Context: an optimization exercise on an open-source flow, tuned for small area, a short achievable clock period and few clock cycles. The choices shown serve that exercise and are no tape-out recipe. Function not checked in this run: the RTL went through the layout flow alone. Power and IR drop assume default switching activity.

## flow/run.sh

```bash
#!/bin/bash
# synth_recipe.tcl (not shown) runs the flow's synth.tcl, then flattens the netlist and writes it again
# the make line also repeats each setting of config.mk as NAME=value (left out here)
make -C /OpenROAD-flow-scripts/flow DESIGN_CONFIG=/design/flow/config.mk WORK_HOME=/design/flow/orfs CLKGATE_MAP_FILE= SYNTH_SCRIPT=/design/flow/synth_recipe.tcl finish
```

## flow/config.mk

```make
export PLATFORM = sky130hd
export DESIGN_NAME = convo_2d_wrapper
export DESIGN_NICKNAME = convo_2d_wrapper
export VERILOG_FILES = /design/flow/design.v
export SDC_FILE = /design/flow/constraint.sdc
export NUM_CORES = 8
export LEC_CHECK = 0
export CAP_MARGIN = 20
export CORE_MARGIN = 2
export CORE_UTILIZATION = 40
export SLEW_MARGIN = 20
export SYNTH_MEMORY_MAX_BITS = 16384
```

## flow/constraint.sdc

```tcl
create_clock -name core_clock -period 10.0 [get_ports {clk_i}]
set_input_delay 2.0000 -clock core_clock [delete_from_list [all_inputs] [get_ports {clk_i}]]
set_output_delay 2.0000 -clock core_clock [all_outputs]
set_load 0.01 [all_outputs]
```

## flow/design.v

```verilog
module arbiter #(
    parameter int NUM_PORTS = 6,
    parameter int SEL_WIDTH = ((NUM_PORTS > 1) ? $clog2(NUM_PORTS) : 1)
) (
    input                      clk,
    input                      rst,
    input      [NUM_PORTS-1:0] request,
    output reg [NUM_PORTS-1:0] grant,
    output reg [SEL_WIDTH-1:0] select,
    output reg                 active
);
  localparam int WrapLength = 2 * NUM_PORTS;
  function automatic [SEL_WIDTH-1:0] ff1 (input logic [NUM_PORTS-1:0] in);
    reg     set;
    integer i;
    begin
      set = 1'b0;
      ff1 = 'b0;
      for (i = 0; i < NUM_PORTS; i = i + 1) begin
        if (in[i] & ~set) begin
          set = 1'b1;
          ff1 = i[0+:SEL_WIDTH];
        end
      end
    end
  endfunction
  integer                   yy;
  wire                      next;
  wire    [  NUM_PORTS-1:0] order;
  reg     [  NUM_PORTS-1:0] token;
  wire    [  NUM_PORTS-1:0] token_lookahead [NUM_PORTS];
  wire    [WrapLength-1:0] token_wrap;
  assign token_wrap = {token, token};
  assign next       = ~|(token & request);
  always @(posedge clk) grant <= token & request;
  always @(posedge clk) select <= ff1(token & request);
  always @(posedge clk) active <= |(token & request);
  always @(posedge clk)
    if (rst) token <= 'b1;
    else if (next) begin
      for (yy = 0; yy < NUM_PORTS; yy = yy + 1) begin : TOKEN_
        if (order[yy]) begin
          token <= token_lookahead[yy];
        end
      end
    end
  genvar xx;
  generate
    for (xx = 0; xx < NUM_PORTS; xx = xx + 1) begin : gen_order
      assign token_lookahead[xx] = token_wrap[xx+:NUM_PORTS];
      assign order[xx]           = |(token_lookahead[xx] & request);
    end
  endgenerate
endmodule
module ram_mux #(
    parameter int NUM_PORTS = 6,
    parameter int SEL_WIDTH = ((NUM_PORTS > 1) ? $clog2(NUM_PORTS) : 1),
    parameter int DataWidth = 8,
    parameter int AddrWidth = $clog2(DataWidth)
) (
    input  logic [               SEL_WIDTH-1:0] select_i,
    input  logic                                active_i,
    input  logic [  (NUM_PORTS *AddrWidth)-1:0] ram_addr_i,
    input  logic [             (NUM_PORTS)-1:0] ram_we_i,
    output logic [           (DataWidth)-1 : 0] ram_din_o,
    input  logic [(NUM_PORTS *DataWidth)-1 : 0] ram_dout_i,
    output logic [               AddrWidth-1:0] ram_addr_o,
    output logic                                ram_we_o,
    input  logic [             DataWidth-1 : 0] ram_din_i,
    output logic [             DataWidth-1 : 0] ram_dout_o
);
  always_comb begin : ram_mux
    ram_we_o   = '0;
    ram_addr_o = '0;
    ram_dout_o = '0;
    if (active_i) begin
      ram_addr_o = ram_addr_i[AddrWidth*select_i+:AddrWidth];
      ram_dout_o = ram_dout_i[DataWidth*select_i+:DataWidth];
      ram_we_o   = ram_we_i[select_i];
    end
    ram_din_o = ram_din_i;
  end
endmodule
module ram_switch #(
    parameter int NumPorts  = 3,
    parameter int DataWidth = 8,
    parameter int AddrWidth = $clog2(DataWidth)
) (
    input logic clk_i,
    input logic reset_i,
    input  logic requests,
    output logic grants,
    input  logic [NumPorts-1:0][  (AddrWidth)-1:0] input_ram_addr,
    input  logic [NumPorts-1:0]                    input_ram_we,
    output logic [NumPorts-1:0][(DataWidth)-1 : 0] input_ram_din,
    input  logic [NumPorts-1:0][(DataWidth)-1 : 0] input_ram_dout,
    output logic [  (AddrWidth)-1:0] output_ram_addr,
    output logic                     output_ram_we,
    input  logic [(DataWidth)-1 : 0] output_ram_din,
    output logic [(DataWidth)-1 : 0] output_ram_dout
);
  logic [$clog2(NumPorts)-1:0] select;
  logic                        active;
  arbiter #(
      .NUM_PORTS(NumPorts),
      .SEL_WIDTH()
  ) actv_o_arbiter_inst (
      .clk(clk_i),
      .rst(reset_i),
      .request(requests),
      .grant(grants),
      .select(select),
      .active(active)
  );
  ram_mux #(
      .NUM_PORTS(NumPorts),
      .DataWidth(DataWidth),
      .AddrWidth(AddrWidth)
  ) actv_o_ram_mux_inst (
      .select_i  (select),
      .active_i  (active),
      .ram_addr_i(input_ram_addr),
      .ram_we_i  (input_ram_we),
      .ram_din_o (input_ram_din),
      .ram_dout_i(input_ram_dout),
      .ram_addr_o(output_ram_addr),
      .ram_we_o  (output_ram_we),
      .ram_din_i (output_ram_din),
      .ram_dout_o(output_ram_dout)
  );
endmodule
module mult_mux #(
    parameter  int NUM_PORTS = 6,
    parameter  int SEL_WIDTH = ((NUM_PORTS > 1) ? $clog2(NUM_PORTS) : 1),
    parameter  int DataWidth = 8,
    parameter  int AddrWidth = $clog2(DataWidth)
) (
    input logic [SEL_WIDTH-1:0] select_i,
    input logic                 active_i,
    input logic [NUM_PORTS-1:0] start_i,
    input logic [(DataWidth*NUM_PORTS)-1:0] mult_a_i,
    input logic [(DataWidth*NUM_PORTS)-1:0] mult_b_i,
    output logic [(DataWidth*2)-1:0] result_o,
    output logic [DataWidth-1:0] mult_a_o,
    output logic [DataWidth-1:0] mult_b_o,
    input logic [DataWidth-1:0] value_i,
    input logic overflow_i,
    output logic start_o,
    input logic done_i,
    input logic valid_i
);
  always_comb begin : ram_mux
    mult_a_o = '0;
    mult_b_o = '0;
    start_o  = '0;
    if (active_i) begin
          mult_a_o = mult_a_i[AddrWidth*select_i+:AddrWidth];
          mult_b_o = mult_b_i[DataWidth*select_i+:DataWidth];
          start_o  = start_i[select_i];
    end
    result_o = {overflow_i, value_i[DataWidth-1:0]};
  end
endmodule
`timescale 1ns / 1ps
module mul #(
    parameter WIDTH=8,   
    parameter FBITS=4    
    ) (
    input wire logic clk,     
    input wire logic rst,     
    input wire logic start,   
    output     logic busy,    
    output     logic done,    
    output     logic valid,   
    output     logic ovf,     
    input wire logic signed [WIDTH-1:0] a,    
    input wire logic signed [WIDTH-1:0] b,    
    output     logic signed [WIDTH-1:0] val   
    );
    localparam IBITS = WIDTH - FBITS;
    localparam MSB = 2*WIDTH - IBITS - 1;
    localparam LSB = WIDTH - IBITS;
    localparam HALF = {1'b1, {FBITS-1{1'b0}}};
    logic sig_diff;   
    logic signed [WIDTH-1:0] a1, b1;   
    logic signed [WIDTH-1:0] prod_t;   
    logic signed [2*WIDTH-1:0] prod;   
    logic [FBITS-1:0] rbits;           
    logic round;   
    logic even;    
    enum {IDLE, CALC, TRUNC, ROUND} state;
    always_ff @(posedge clk) begin
        done <= 0;
        case (state)
            CALC: begin
                state <= TRUNC;
                prod <= a1 * b1;
            end
            TRUNC: begin
                state <= ROUND;
                prod_t <= prod[MSB:LSB];
                rbits  <= prod[FBITS-1:0];
                round  <= prod[FBITS-1+:1];
                even  <= ~prod[FBITS+:1];
            end
            ROUND: begin   
                state <= IDLE;
                busy <= 0;
                done <= 1;
                val <= (round && !(even && rbits == HALF)) ? prod_t + 1 : prod_t;
                if (sig_diff == prod_t[(WIDTH-1)+:1] &&   
                    (prod[2*WIDTH-1:MSB+1] == '0 || prod[2*WIDTH-1:MSB+1] == '1)   
                ) begin
                    valid <= 1;
                    ovf <= 0;
                end else begin
                    valid <= 0;
                    ovf <= 1;
                end
            end
            default: begin
                if (start) begin
                    state <= CALC;
                    a1 <= a;   
                    b1 <= b;   
                    sig_diff <= (a[WIDTH-1+:1] ^ b[WIDTH-1+:1]);   
                    busy <= 1;
                    ovf <= 0;
                end
            end
        endcase
        if (rst) begin
            state <= IDLE;
            busy <= 0;
            done <= 0;
            valid <= 0;
            ovf <= 0;
            val <= 0;
        end
    end
endmodule
module bram_dp #(
      parameter int RAM_DATA_WIDTH = 8,              
      parameter int RAM_ADDR_WIDTH = 4               
   ) (
      input wire                       rst,
      input  wire                      a_clk,
      input  wire                      a_wr,        
      input  wire [RAM_ADDR_WIDTH-1:0] a_addr,
      input  wire [RAM_DATA_WIDTH-1:0] a_data_in,
      output reg  [RAM_DATA_WIDTH-1:0] a_data_out,
      input  wire                      b_clk,
      input  wire                      b_wr,        
      input  wire [RAM_ADDR_WIDTH-1:0] b_addr,
      input  wire [RAM_DATA_WIDTH-1:0] b_data_in,
      output reg  [RAM_DATA_WIDTH-1:0] b_data_out
   );
   localparam int RamDataDepth = 2**RAM_ADDR_WIDTH;   
   reg [RAM_DATA_WIDTH-1:0] mem [RamDataDepth];
   always @(posedge a_clk) begin
      if (    rst )
         a_data_out <= '0;
      else begin
         a_data_out  <= mem[a_addr];
         if (a_wr) begin
            mem[a_addr] <= a_data_in;
         end
      end
   end
   always @(posedge b_clk) begin
      if (    rst )
         b_data_out <= '0;
      else begin
         b_data_out <= mem[b_addr];
         if (b_wr) begin
            mem[b_addr] <= b_data_in;
         end
      end
   end
endmodule
module convo_2d #(
    parameter int ConvoWidth        = 4,
    parameter int ConvoHeight       = 4,
    parameter int DataSizeW         = 16,
    parameter int DataSizeH         = 16,
    parameter int NumInputs         = 4,
    parameter int DataWidth         = 8,
    parameter int Instance          = 0,
    parameter int AddrWidth         = $clog2(DataSizeW * DataSizeH),
    parameter int InputWgtAddrWidth = $clog2(ConvoWidth * ConvoHeight),
    parameter int WeigthsWidth      = DataWidth
) (
    input  logic clk_i,
    input  logic reset_i,
    input  logic req_i,
    output logic ack_o,
    output logic req_o,
    input  logic ack_i,
    input  logic ready_i,
    output logic ready_o,
    output logic                     actv_in_ram_we,
    output logic [  (AddrWidth)-1:0] actv_in_ram_addr,
    input  logic [(DataWidth)-1 : 0] actv_in_ram_din,
    output logic [(DataWidth)-1 : 0] actv_in_ram_dout,
    output logic [(InputWgtAddrWidth)-1:0] wgt_in_ram_addr,
    output logic                           wgt_in_ram_we,
    input  logic [      (DataWidth)-1 : 0] wgt_in_ram_din,
    output logic [      (DataWidth)-1 : 0] wgt_in_ram_dout,
    output logic [  (AddrWidth)-1:0] actv_out_ram_addr,
    output logic                     actv_out_ram_we,
    input  logic [(DataWidth)-1 : 0] actv_out_ram_din,
    output logic [(DataWidth)-1 : 0] actv_out_ram_dout,
    input  logic                     mult_done_i,
    input  logic                     mult_busy_i,
    output logic                     mult_start_o,
    input  logic                     mult_grant_i,
    output logic                     mult_req_o,
    output logic                     in_actv_req_o,
    input  logic                     in_actv_grant_i,
    output logic                     wgt_req_o,
    input  logic                     wgt_grant_i,
    output logic                     out_actv_req_o,
    input  logic                     out_actv_grant_i,
    output logic [  (DataWidth)-1:0] mult_a_o,
    output logic [  (DataWidth)-1:0] mult_b_o,
    input  logic [(DataWidth*2)-1:0] mult_result_i
);
  localparam int NumWindowsWidth = DataSizeW / ConvoWidth;
  localparam int NumWindowsHeight = DataSizeH / ConvoWidth;
  localparam int KCenterX = ConvoWidth / 2;
  localparam int KCenterY = ConvoHeight / 2;
  localparam int StartWeightAddr = InputWgtAddrWidth * Instance;
  typedef enum logic [3:0] {
    ST_IDLE,
    ST_WAIT_REQ,
    ST_GET_KEY,
    ST_GET_MULT,
    ST_WAIT_MULT,
    ST_GET_VALUES,
    ST_CHECK_INDEX,
    ST_CHECK_IMG_INDEX,
    ST_WAIT_READY,
    ST_ADDRESS,
    ST_OUTPUT,
    ST_CHECK,
    ST_STORE
  } st_convo_e;
  st_convo_e state;
  logic [$clog2(NumInputs)-1:0] counter;
  logic signed [(DataWidth*2)-1 : 0] sum;
  logic [31:0] cnt_x;
  logic [31:0] cnt_y;
  logic [31:0] start_x;
  logic [31:0] start_y;
  logic [31:0] cnt_x_center;
  logic [31:0] cnt_y_center;
  always_ff @(posedge clk_i) begin
    if (reset_i) begin
      state <= ST_IDLE;
      actv_in_ram_we <= '0;
      actv_out_ram_we <= '0;
      wgt_in_ram_we <= '0;
      req_o <= '0;
      ack_o <= '0;
      sum <= '0;
      ready_o <= '1;
      mult_start_o <= '0;
      mult_req_o <= '0;
      counter <= '0;
      start_x <= '0;
      start_y <= '0;
      cnt_x <= '0;
      cnt_y <= '0;
    end else begin
      case (state)
        ST_IDLE: begin
          if (req_i) begin
            in_actv_req_o <= '1;
            ack_o <= '1;
            wgt_req_o <= '1;
            counter <= '0;
            start_x <= '0;
            start_y <= '0;
            sum <= '0;
            ready_o <= '0;
            actv_in_ram_addr <= '0;
            wgt_in_ram_addr <= StartWeightAddr;
            actv_out_ram_addr <= '0;
            state <= ST_WAIT_REQ;
          end
        end
        ST_WAIT_REQ: begin
          if (!req_i) begin
            ack_o <= '0;
            if (in_actv_grant_i && wgt_grant_i) begin
              cnt_x_center <= cnt_x + KCenterX;
              cnt_y_center <= cnt_y + KCenterY;
              state <= ST_GET_VALUES;
            end else begin
              state <= ST_GET_KEY;
            end
          end
        end
        ST_GET_KEY: begin
          ack_o <= '0;
          if (in_actv_grant_i && wgt_grant_i) begin
            cnt_x_center <= start_x + KCenterX;
            cnt_y_center <= start_y + KCenterY;
            state <= ST_GET_VALUES;
          end
        end
        ST_GET_VALUES: begin
          if(((start_x < KCenterX) && (cnt_x < KCenterX)) ||
          ((cnt_x_center >= DataSizeW) && (cnt_x > KCenterX)) ||
          ((start_y < KCenterY) && (cnt_y < KCenterY)) ||
          ( (cnt_y_center >= DataSizeH) && (cnt_y > KCenterY))) begin
            state <= ST_CHECK_INDEX;
          end else begin
            mult_a_o <= wgt_in_ram_din;
            mult_b_o <= actv_in_ram_din;
            in_actv_req_o <= '0;
            wgt_req_o <= '0;
            mult_req_o <= '1;
            mult_start_o <= '1;
            if (mult_grant_i) begin
              mult_start_o <= '0;
              state <= ST_WAIT_MULT;
            end else begin
              state <= ST_GET_MULT;
            end
          end
        end
        ST_GET_MULT: begin
          if (mult_grant_i) begin
            mult_start_o <= '0;
            if (mult_done_i) begin
              sum <= sum + mult_result_i;
              mult_req_o <= '0;
              state <= ST_CHECK_INDEX;
            end else begin
              state <= ST_WAIT_MULT;
            end
          end
        end
        ST_WAIT_MULT: begin
          mult_start_o <= '0;
          if (mult_done_i) begin
            sum <= sum + mult_result_i;
            mult_req_o <= '0;
            state <= ST_CHECK_INDEX;
          end
        end
        ST_CHECK_INDEX: begin
          if ((cnt_x == ConvoWidth - 1) && (cnt_y == ConvoHeight - 1)) begin
            cnt_x <= '0;
            cnt_y <= '0;
            out_actv_req_o <= '1;
            state <= ST_CHECK_IMG_INDEX;
          end else if (cnt_x == (ConvoWidth - 1)) begin
            cnt_x <= '0;
            cnt_y <= cnt_y + 1;
            in_actv_req_o <= '1;
            state <= ST_ADDRESS;
          end else begin
            cnt_x <= cnt_x + 1;
            in_actv_req_o <= '1;
            state <= ST_ADDRESS;
          end
        end
        ST_ADDRESS: begin
          actv_out_ram_we <= '0;
          wgt_in_ram_addr <= StartWeightAddr + ((cnt_y * ConvoWidth) + cnt_x);
          actv_in_ram_addr <= (((cnt_y + (start_y-KCenterY)) * DataSizeW)) + 
          (cnt_x + (start_x-KCenterX));
          in_actv_req_o <= '1;
          wgt_req_o <= '1;
          state <= ST_GET_KEY;
        end
        ST_CHECK_IMG_INDEX: begin
          state <= ST_WAIT_READY;
        end
        ST_WAIT_READY: begin
          if (ready_i && out_actv_grant_i) begin
            actv_out_ram_addr <= (start_y * DataSizeW) + start_x;
            actv_out_ram_we <= '1;
            actv_out_ram_dout <= sum;
            sum <= '0;
            out_actv_req_o <= '0;
            if ((start_x >= DataSizeW - 1) && (start_y >= DataSizeH - 1)) begin
              ready_o <= '1;
              state   <= ST_OUTPUT;
              req_o   <= '1;
            end else if (start_x == DataSizeW - 1) begin
              start_x <= '0;
              start_y <= start_y + 1;
              state   <= ST_ADDRESS;
            end else begin
              start_x <= start_x + 1;
              state   <= ST_ADDRESS;
            end
          end
        end
        ST_OUTPUT: begin
          actv_in_ram_we <= '0;
          actv_out_ram_we <= '0;
          out_actv_req_o <= '0;
          cnt_x <= '0;
          cnt_y <= '0;
          start_x <= '0;
          start_y <= '0;
          if (ack_i) begin
            state <= ST_IDLE;
            req_o <= '0;
          end
        end
        default: begin
        end
      endcase
    end
  end
endmodule
module convo_2d_wrapper #(
    parameter int ConvoWidth        = 3,
    parameter int ConvoHeight       = 3,
    parameter int NumConvoCores     = 1,
    parameter int DataSizeW         = 16,
    parameter int DataSizeH         = 16,
    parameter int NumInputs         = 4,
    parameter int DataWidth         = 8,
    parameter int WeigthsWidth      = DataWidth,
    parameter int FpWidth           = 4,
    parameter int NumActv           = DataSizeW * DataSizeH,
    parameter int AddrWidth         = $clog2(NumActv),
    parameter int NumWeights        = NumConvoCores * ConvoWidth * ConvoHeight,
    parameter int InputWgtAddrWidth = $clog2(NumWeights)
) (
    input  logic                           clk_i,
    input  logic                           reset_i,
    input  logic                           req_i,
    output logic                           ack_o,
    output logic                           req_o,
    input  logic                           ack_i,
    input  logic                           ready_i,
    output logic                           ready_o,
    input  logic                           actv_in_ram_we,
    input  logic [        (AddrWidth)-1:0] actv_in_ram_addr,
    input  logic [      (DataWidth)-1 : 0] actv_in_ram_din,
    output logic [      (DataWidth)-1 : 0] actv_in_ram_dout,
    input  logic [(InputWgtAddrWidth)-1:0] wgt_in_ram_addr,
    input  logic                           wgt_in_ram_we,
    input  logic [   (WeigthsWidth)-1 : 0] wgt_in_ram_din,
    output logic [   (WeigthsWidth)-1 : 0] wgt_in_ram_dout,
    output logic [        (AddrWidth)-1:0] actv_out_ram_addr,
    output logic                           actv_out_ram_we,
    input  logic [      (DataWidth)-1 : 0] actv_out_ram_din,
    output logic [      (DataWidth)-1 : 0] actv_out_ram_dout
);
  logic [        NumConvoCores-1:0]                    mult_req;
  logic [        NumConvoCores-1:0]                    mult_grant;
  logic [        NumConvoCores-1:0]                    mult_start_array;
  logic [        NumConvoCores-1:0][(DataWidth)-1 : 0] mult_a_array;
  logic [        NumConvoCores-1:0][(DataWidth)-1 : 0] mult_b_array;
  logic [        (DataWidth)-1 : 0]                    mult_a;
  logic [        (DataWidth)-1 : 0]                    mult_b;
  logic [        (DataWidth)-1 : 0]                    mult_result;
  logic                                                mult_ovfl;
  logic                                                mult_start;
  logic                                                mult_done;
  logic                                                mult_busy;
  logic                                                mult_valid;
  logic [$clog2(NumConvoCores)-1:0]                    mult_select;
  logic                                                mult_active;
  logic [          (DataWidth) : 0]                    mult_output;
  logic                                                in_actv_req_o;
  logic                                                in_actv_grant_i;
  logic                                                wgt_req_o;
  logic                                                wgt_grant_i;
  logic                                                out_actv_req_o;
  logic                                                out_actv_grant_i;
  logic [          (DataWidth)-1:0]                    mult_a_o;
  logic [          (DataWidth)-1:0]                    mult_b_o;
  logic [        (DataWidth*2)-1:0]                    mult_result_i;
  logic [        NumConvoCores-1:0]                    array_actv_in_ram_we;
  logic [        NumConvoCores-1:0][  (AddrWidth)-1:0] array_actv_in_ram_addr;
  logic [        NumConvoCores-1:0][(DataWidth)-1 : 0] array_actv_in_ram_din;
  logic [        NumConvoCores-1:0][(DataWidth)-1 : 0] array_actv_in_ram_dout;
  logic [        NumConvoCores-1:0]                    array_actv_in_req;
  logic [        NumConvoCores-1:0]                    array_actv_in_grant;
  logic                                                single_actv_in_ram_we;
  logic [          (AddrWidth)-1:0]                    single_actv_in_ram_addr;
  logic [        (DataWidth)-1 : 0]                    single_actv_in_ram_din;
  logic [        (DataWidth)-1 : 0]                    single_actv_in_ram_dout;
  logic [$clog2(NumConvoCores)-1:0]                    actv_i_select;
  logic                                                actv_i_active;
  logic [        NumConvoCores-1:0]                    array_actv_out_ram_we;
  logic [        NumConvoCores-1:0][  (AddrWidth)-1:0] array_actv_out_ram_addr;
  logic [        NumConvoCores-1:0][(DataWidth)-1 : 0] array_actv_out_ram_din;
  logic [        NumConvoCores-1:0][(DataWidth)-1 : 0] array_actv_out_ram_dout;
  logic [        NumConvoCores-1:0]                    array_actv_out_req;
  logic [        NumConvoCores-1:0]                    array_actv_out_grant;
  logic                                                single_actv_out_ram_we;
  logic [          (AddrWidth)-1:0]                    single_actv_out_ram_addr;
  logic [        (DataWidth)-1 : 0]                    single_actv_out_ram_din;
  logic [        (DataWidth)-1 : 0]                    single_actv_out_ram_dout;
  logic [$clog2(NumConvoCores)-1:0]                    actv_o_select;
  logic                                                actv_o_active;
  logic [        NumConvoCores-1:0][  (AddrWidth)-1:0] array_wgt_ram_addr;
  logic [        NumConvoCores-1:0]                    array_wgt_ram_we;
  logic [        NumConvoCores-1:0][(DataWidth)-1 : 0] array_wgt_ram_din;
  logic [        NumConvoCores-1:0][(DataWidth)-1 : 0] array_wgt_ram_dout;
  logic [        NumConvoCores-1:0]                    wgt_request;
  logic [        NumConvoCores-1:0]                    wgt_grant;
  logic [  (InputWgtAddrWidth)-1:0]                    single_wgt_ram_addr;
  logic                                                single_wgt_ram_we;
  logic [     (WeigthsWidth)-1 : 0]                    single_wgt_ram_din;
  logic [     (WeigthsWidth)-1 : 0]                    single_wgt_ram_dout;
  logic [        NumConvoCores-1:0]                    array_req;
  logic [        NumConvoCores-1:0]                    array_ack;
  logic [        NumConvoCores-1:0]                    array_ready;
  assign req_o   = &array_req;
  assign ack_o   = &array_ack;
  assign ready_o = &array_ready;
  ram_switch #(
      .NumPorts (NumConvoCores),
      .DataWidth(WeigthsWidth),
      .AddrWidth(InputWgtAddrWidth)
  ) wgt_ram_switch (
      .clk_i(clk_i),
      .reset_i(reset_i),
      .requests(wgt_request),
      .grants(wgt_grant),
      .input_ram_addr(array_wgt_ram_addr),
      .input_ram_we  (array_wgt_ram_we),
      .input_ram_din( array_wgt_ram_din),
      .input_ram_dout(array_wgt_ram_dout),
      .output_ram_addr( single_wgt_ram_addr),
      .output_ram_we(   single_wgt_ram_we),
      .output_ram_din(  single_wgt_ram_din),
      .output_ram_dout( single_wgt_ram_dout)
  );
  bram_dp #(
      .RAM_DATA_WIDTH(DataWidth),
      .RAM_ADDR_WIDTH(InputWgtAddrWidth)
  ) wgt_bram_dp_inst (
      .rst       (reset_i),
      .a_clk     (clk_i),
      .a_wr      (single_wgt_ram_we),
      .a_addr    (single_wgt_ram_addr),
      .a_data_in (single_wgt_ram_dout),
      .a_data_out(single_wgt_ram_din),
      .b_clk     (clk_i),
      .b_wr      (wgt_in_ram_we),
      .b_addr    (wgt_in_ram_addr),
      .b_data_in (wgt_in_ram_din),
      .b_data_out(wgt_in_ram_dout)
  );
  ram_switch #(
      .NumPorts (NumConvoCores),
      .DataWidth(DataWidth),
      .AddrWidth(AddrWidth)
  ) actv_i_ram_switch (
      .clk_i(clk_i),
      .reset_i(reset_i),
      .requests(array_actv_in_req),
      .grants(array_actv_in_grant),
      .input_ram_addr(  array_actv_in_ram_addr),
      .input_ram_we  (  array_actv_in_ram_we),
      .input_ram_din(   array_actv_in_ram_din),
      .input_ram_dout(  array_actv_in_ram_dout),
      .output_ram_addr( single_actv_in_ram_addr),
      .output_ram_we(   single_actv_in_ram_we),
      .output_ram_din(  single_actv_in_ram_din),
      .output_ram_dout( single_actv_in_ram_dout)
  );
  bram_dp #(
      .RAM_DATA_WIDTH(DataWidth),
      .RAM_ADDR_WIDTH(AddrWidth)
  ) actv_i_bram_dp_inst (
      .rst       (reset_i),
      .a_clk     (clk_i),
      .a_wr      (single_actv_in_ram_we),
      .a_addr    (single_actv_in_ram_addr),
      .a_data_in (single_actv_in_ram_dout),
      .a_data_out(single_actv_in_ram_din),
      .b_clk     (clk_i),
      .b_wr      (actv_in_ram_we),
      .b_addr    (actv_in_ram_addr),
      .b_data_in (actv_in_ram_din),
      .b_data_out(actv_in_ram_dout)
  );
  ram_switch #(
      .NumPorts (NumConvoCores),
      .DataWidth(DataWidth),
      .AddrWidth(AddrWidth)
  ) actv_o_ram_switch (
      .clk_i          (clk_i),
      .reset_i        (reset_i),
      .requests       (array_actv_out_req),
      .grants         (array_actv_out_grant),
      .input_ram_addr (array_actv_out_ram_addr),
      .input_ram_we   (array_actv_out_ram_we),
      .input_ram_din  (array_actv_out_ram_din),
      .input_ram_dout (array_actv_out_ram_dout),
      .output_ram_addr(actv_out_ram_addr),
      .output_ram_we  (actv_out_ram_we),
      .output_ram_din (actv_out_ram_din),
      .output_ram_dout(actv_out_ram_dout)
  );
  arbiter #(
      .NUM_PORTS(NumConvoCores),
      .SEL_WIDTH()
  ) mult_arbiter_inst (
      .clk(clk_i),
      .rst(reset_i),
      .request(mult_req),
      .grant(mult_grant),
      .select(mult_select),
      .active(mult_active)
  );
  mult_mux #(
      .NUM_PORTS(NumConvoCores),
      .DataWidth(DataWidth),
      .AddrWidth(AddrWidth)
  ) mult_mux_inst (
      .select_i(mult_select),
      .active_i(mult_active),
      .start_i(mult_start_array),
      .mult_a_i(mult_a_array),
      .mult_b_i(mult_b_array),
      .result_o(mult_result),
      .mult_a_o(mult_a),
      .mult_b_o(mult_b),
      .value_i(mult_output),
      .overflow_i(mult_ovfl),
      .start_o(mult_start),
      .done_i(mult_done),
      .valid_i(mult_valid)
  );
  mul #(
      .WIDTH(DataWidth),
      .FBITS(FpWidth)
  ) mul_inst (
      .clk(clk_i),
      .rst(reset_i),
      .start(mult_start),
      .busy(mult_busy),
      .done(mult_done),
      .valid(mult_valid),
      .ovf(mult_ovfl),
      .a(mult_a),
      .b(mult_b),
      .val(mult_output)
  );
  for (genvar i = 0; i < NumConvoCores; i++) begin : gen_convo_network
    convo_2d #(
        .ConvoWidth       (ConvoWidth),
        .ConvoHeight      (ConvoHeight),
        .DataSizeW        (DataSizeW),
        .DataSizeH        (DataSizeH),
        .NumInputs        (NumInputs),
        .DataWidth        (DataWidth),
        .Instance         (i),
        .AddrWidth        (AddrWidth),
        .InputWgtAddrWidth(InputWgtAddrWidth),
        .WeigthsWidth     (WeigthsWidth)
    ) convo_2d_inst (
        .clk_i            (clk_i),
        .reset_i          (reset_i),
        .req_i            (req_i),
        .ack_o            (array_ack[i]),
        .req_o            (array_req[i]),
        .ack_i            (ack_i),
        .ready_i          (ready_i),
        .ready_o          (array_ready[i]),
        .actv_in_ram_we   (array_actv_in_ram_we[i]),
        .actv_in_ram_addr (array_actv_in_ram_addr[i]),
        .actv_in_ram_din  (array_actv_in_ram_din[i]),
        .actv_in_ram_dout (array_actv_in_ram_dout[i]),
        .wgt_in_ram_addr  (array_wgt_ram_addr[i]),
        .wgt_in_ram_we    (array_wgt_ram_we[i]),
        .wgt_in_ram_din   (array_wgt_ram_din[i]),
        .wgt_in_ram_dout  (array_wgt_ram_dout[i]),
        .actv_out_ram_addr(array_actv_out_ram_addr[i]),
        .actv_out_ram_we  (array_actv_out_ram_we[i]),
        .actv_out_ram_din (array_actv_out_ram_din[i]),
        .actv_out_ram_dout(array_actv_out_ram_dout[i]),
        .mult_done_i      (mult_done),
        .mult_busy_i      (mult_busy),
        .mult_start_o     (mult_start_array[i]),
        .mult_grant_i     (mult_grant[i]),
        .mult_req_o       (mult_req[i]),
        .in_actv_req_o    (array_actv_in_req[i]),
        .in_actv_grant_i  (array_actv_in_grant[i]),
        .wgt_req_o        (wgt_request[i]),
        .wgt_grant_i      (wgt_grant[i]),
        .out_actv_req_o   (array_actv_out_req[i]),
        .out_actv_grant_i (array_actv_out_grant[i]),
        .mult_a_o         (mult_a_array[i]),
        .mult_b_o         (mult_b_array[i]),
        .mult_result_i    (mult_result)
    );
  end
endmodule
```

==> impl_metrics.ini <==
[synth]
synthTopCellsByCount = 2320 x edfxtp_1, 769 x mux4_2, 702 x nand2_1, 556 x nor2_1, 472 x a21oi_1
synthTopCellsByArea = edfxtp_1 58%, mux4_2 14%, dfxtp_1 3.2%
synth_seq_cells = 2513
syn_area_sq_um = 120000
syn_nets = 8387
async_flop_share = 0
yosysMostFrequentCell = edfxtp_1
synth_top_cell_area_share = 0.581
yosys_warnings = 36
syn-instance-count = 8221
yosys.area.top_type = edfxtp_1
synth_edf_count = 2320
synthFlopType = edfxtp_1
synth-seq-area-share = 0.613
synthDistinctLibCells = 78
synth_area_per_cell_sq_um = 14.6

[sta]
finalCriticalPeriod_ns = 6.07
fin_skew_ns = 0.0707
max_freq_mhz = 165
slew_viol_final = 0
slew_headroom = 0.124
worstMarginPinSlew_ns = 1.30
setup_viol_count_final = 0
setup_slack_ns = 3.93
hold_viol = 0
fin_crit_sh = 0.607
finalSetupTns_ns = 0
rsz0062_at_grt = no

[worst_hold_path]
hold_start = gen_convo_network[0].convo_2d_inst.out_actv_req_o$_DFFE_PP_
hp-class = register to register
hold_depth = 0
worstHoldEndpoint = actv_o_ram_switch.actv_o_arbiter_inst.grant$_DFF_P_

[drt]
vias = 83000
wl_per_cell_um = 35.4
drt_iter0_drc = 13700
routed_wl_mm = 436
dr.pass1.iters = 7
routed_via_density = 6.74
drc_errors = 0
ant_nets = 0

[power_and_ir_drop]
fin_total_pwr_w = 0.0259
peakVddDrop_mv = 0.151
powerDensity_nw_per_um2 = 193
leakagePower_nw = 42.5

[critical_path]
critPathMaxStageDelay_ns = 0.81
crit_chain = buf_4, buf_4, nand2b_4, buf_12, o221a_2, a221oi_1, mux2i_1, a22oi_1, nor4_1, nor4_2, nor3_1
worstPathMaxFanout = 84
path_class = register to register
r2r_cells = 11
required_ns = 10.73
crit_top_cell = buf_4
r2r_slack_ns = 3.93
worstPathArrival_ns = 6.79
crit_slowest_cell = nor4_1
crit_family = simple AND/OR/NAND/NOR gates
cp-start-kind = register
crit_path_end_kind = register
critPathBufInv = 3
r2r-end = actv_i_bram_dp_inst.a_data_out[7]$_SDFF_PP0_

[die]
start_util = 0.401
die-area_sq_um = 304000
io_pins = 79
fp.dieW_um = 552
fp-row-count = 201
die_h_um = 552
core-area_sq_um = 299000

[placed_design]
port_buffers = 70
postPlaceCellArea_sq_um = 125000
dp_hpwl_mm = 273
place_ws_ns = 3.60
routabilityCongestion = 0.998
place_inst = 11800

[clocking]
postCtsSetupBuffers = 0
cts_tree = built
numCtsBuffers = 276
cts_root_buf = clkbuf_16
cts.reportedPaths.clkPinSlew_ns = 0.06
cts_max_path_buffers = 4
holdBufCountCts = 0
insertion_delay_ns = 0.91
htree_levels = 5
cts.sinks = 2513
cts_resized = 0

[layout]
fin_cells = 12300
design_area_sq_um = 134000
area_growth_pct = 12.0
drive_gt1_frac = 0.191
fin_nets = 8303

[run_status]
status = complete, no violations

[global_route]
grt_pass1_wl_mm = 606
grt_pass1_vias = 80500
grt_max_degree = 162
antenna_found_initial = 37
grt_usage = 0.280
grt_overflow = 0

[flow_run]
drv_cap = 0
==> kinds of logic (layout without fill, tap and decap cells) <==
group           Yosys count  count (layout)  synth area share
flops                  2513            2513             0.613
simple gates           2058            2058            0.0791
compound gates         1536            1536            0.0852
mux                    1049            1049             0.168
buf+inv                 783             906            0.0267
xor+xnor                159             159            0.0117
fa+ha+maj               123             123            0.0158
other cells               0              19                 0
==> registers in the layout, summed over array words and instances, names as in the netlist, 12 cells and up <==
name	count
actv_i_bram_dp_inst.mem	2048
gen_convo_network.convo_2d_inst.cnt_x	32
gen_convo_network.convo_2d_inst.cnt_x_center	28
gen_convo_network.convo_2d_inst.cnt_y	32
gen_convo_network.convo_2d_inst.cnt_y_center	28
gen_convo_network.convo_2d_inst.start_x	32
gen_convo_network.convo_2d_inst.start_y	32
mul_inst.prod	12
wgt_bram_dp_inst.mem	128
==> layout by cell type (no fill, tap or decap), drive strengths merged, types with 45 or more instances in the layout <==
cell and n:
xor2 58, fa 47, a21oi 472, nor2 556, mux4 769, and3 45, o21ai 186, xnor2 100
inv 128, nor2b 48, a22oi 47, clkinv 98, mux2i 227, a31oi 49, nand3 178, edfxtp 2320
nor3 93, nand4 56, a211oi 57, nor4 131, o221ai 255, nand2 702, ha 76, and2 118
clkbuf 347, buf 241, clkdlybuf4s50 54, dfxtp 193, mux2 53, o22ai 189
==> area by class of cell <==
| class | count | area (sq um) |
|---|---|---|
| Inverter | 120 | 460 |
| Clock inverter | 144 | 1500 |
| Clock buffer | 341 | 7450 |
| Antenna cell | 19 | 47.5 |
| Multi-Input combinational cell | 4925 | 43600 |
| Fill cell | 26000 | 165000 |
| Timing Repair Buffer | 301 | 2840 |
| Tap cell | 3958 | 4950 |
| Sequential cell | 2513 | 73500 |
==> where the power goes <==
group	switching, W	internal [W]
clock network	0.00431	0.00603
logic	0.00271	0.00112
registers	0.000100	0.0116
total	0.00712	0.0188
==> routing by layer <==
metal / vias up / part of all wire / GRT usage
met2: 6646 / 0.44 / 0.418
met4: 18 / 0.063 / 0.152
met3: 1396 / 0.14 / 0.0966
met1: 42200 / 0.36 / 0.358
met5: - / 0.00054 / 0.00578
li1: 32800 / - / -
==> through the flow <==
| stage | utilization | hold slack (ns) |
|---|---|---|
| after floorplan | - | 0.323 |
| after global placement | 0.418 | 0.326 |
| after detailed placement | 0.419 | 0.332 |
| after CTS | 0.449 | 0.346 |
| after global routing | 0.449 | 0.362 |
| final | 0.449 | 0.344 |
==> worst max-delay path by stage <==
stage | to | slack [ns] | depth (start not counted)
6_report | actv_i_bram_dp_inst.a_data_out[7]$_SDFF_PP0_ | 3.93 | 11
3_3_place_gp | actv_i_bram_dp_inst.b_data_out[1]$_SDFF_PP0_ | 3.63 | 10
3_5_place_dp | actv_i_bram_dp_inst.b_data_out[1]$_SDFF_PP0_ | 3.60 | 10
4_1_cts | actv_i_bram_dp_inst.a_data_out[3]$_SDFF_PP0_ | 4.27 | 11
5_1_grt | actv_i_bram_dp_inst.a_data_out[5]$_SDFF_PP0_ | 4.16 | 10
2_1_floorplan | register | 1.65 | 3

==> what the ideal ports hide <==
No port has a modelled driver above. Below, the same layout with a new extraction and two added sets of constraints. Step 1 (the two cells are an assumption about what drives the block):
set clk [get_ports {clk_i}]
set_driving_cell -lib_cell sky130_fd_sc_hd__clkbuf_16 $clk
set_driving_cell -lib_cell sky130_fd_sc_hd__buf_2 [delete_from_list [all_inputs] $clk]
Step 2 also shifts input and output timing later by t, the mid clock arrival at the registers, as if the neighbouring blocks saw the same clock. Slacks: ideal / step 1 / step 2; pairs: ideal / step 1.
t (ns): 0.992
setup slack, ns: 3.933 / 3.933 / 3.310
slew at the worst register clock pin (ns): 0.07 / 0.07
cell pins on the clock port's net: 1
After both steps setup and hold are still met in this run. For this run, drivers alone change the setup slack by 0.000 ns; drivers and shift together by -0.623 ns.
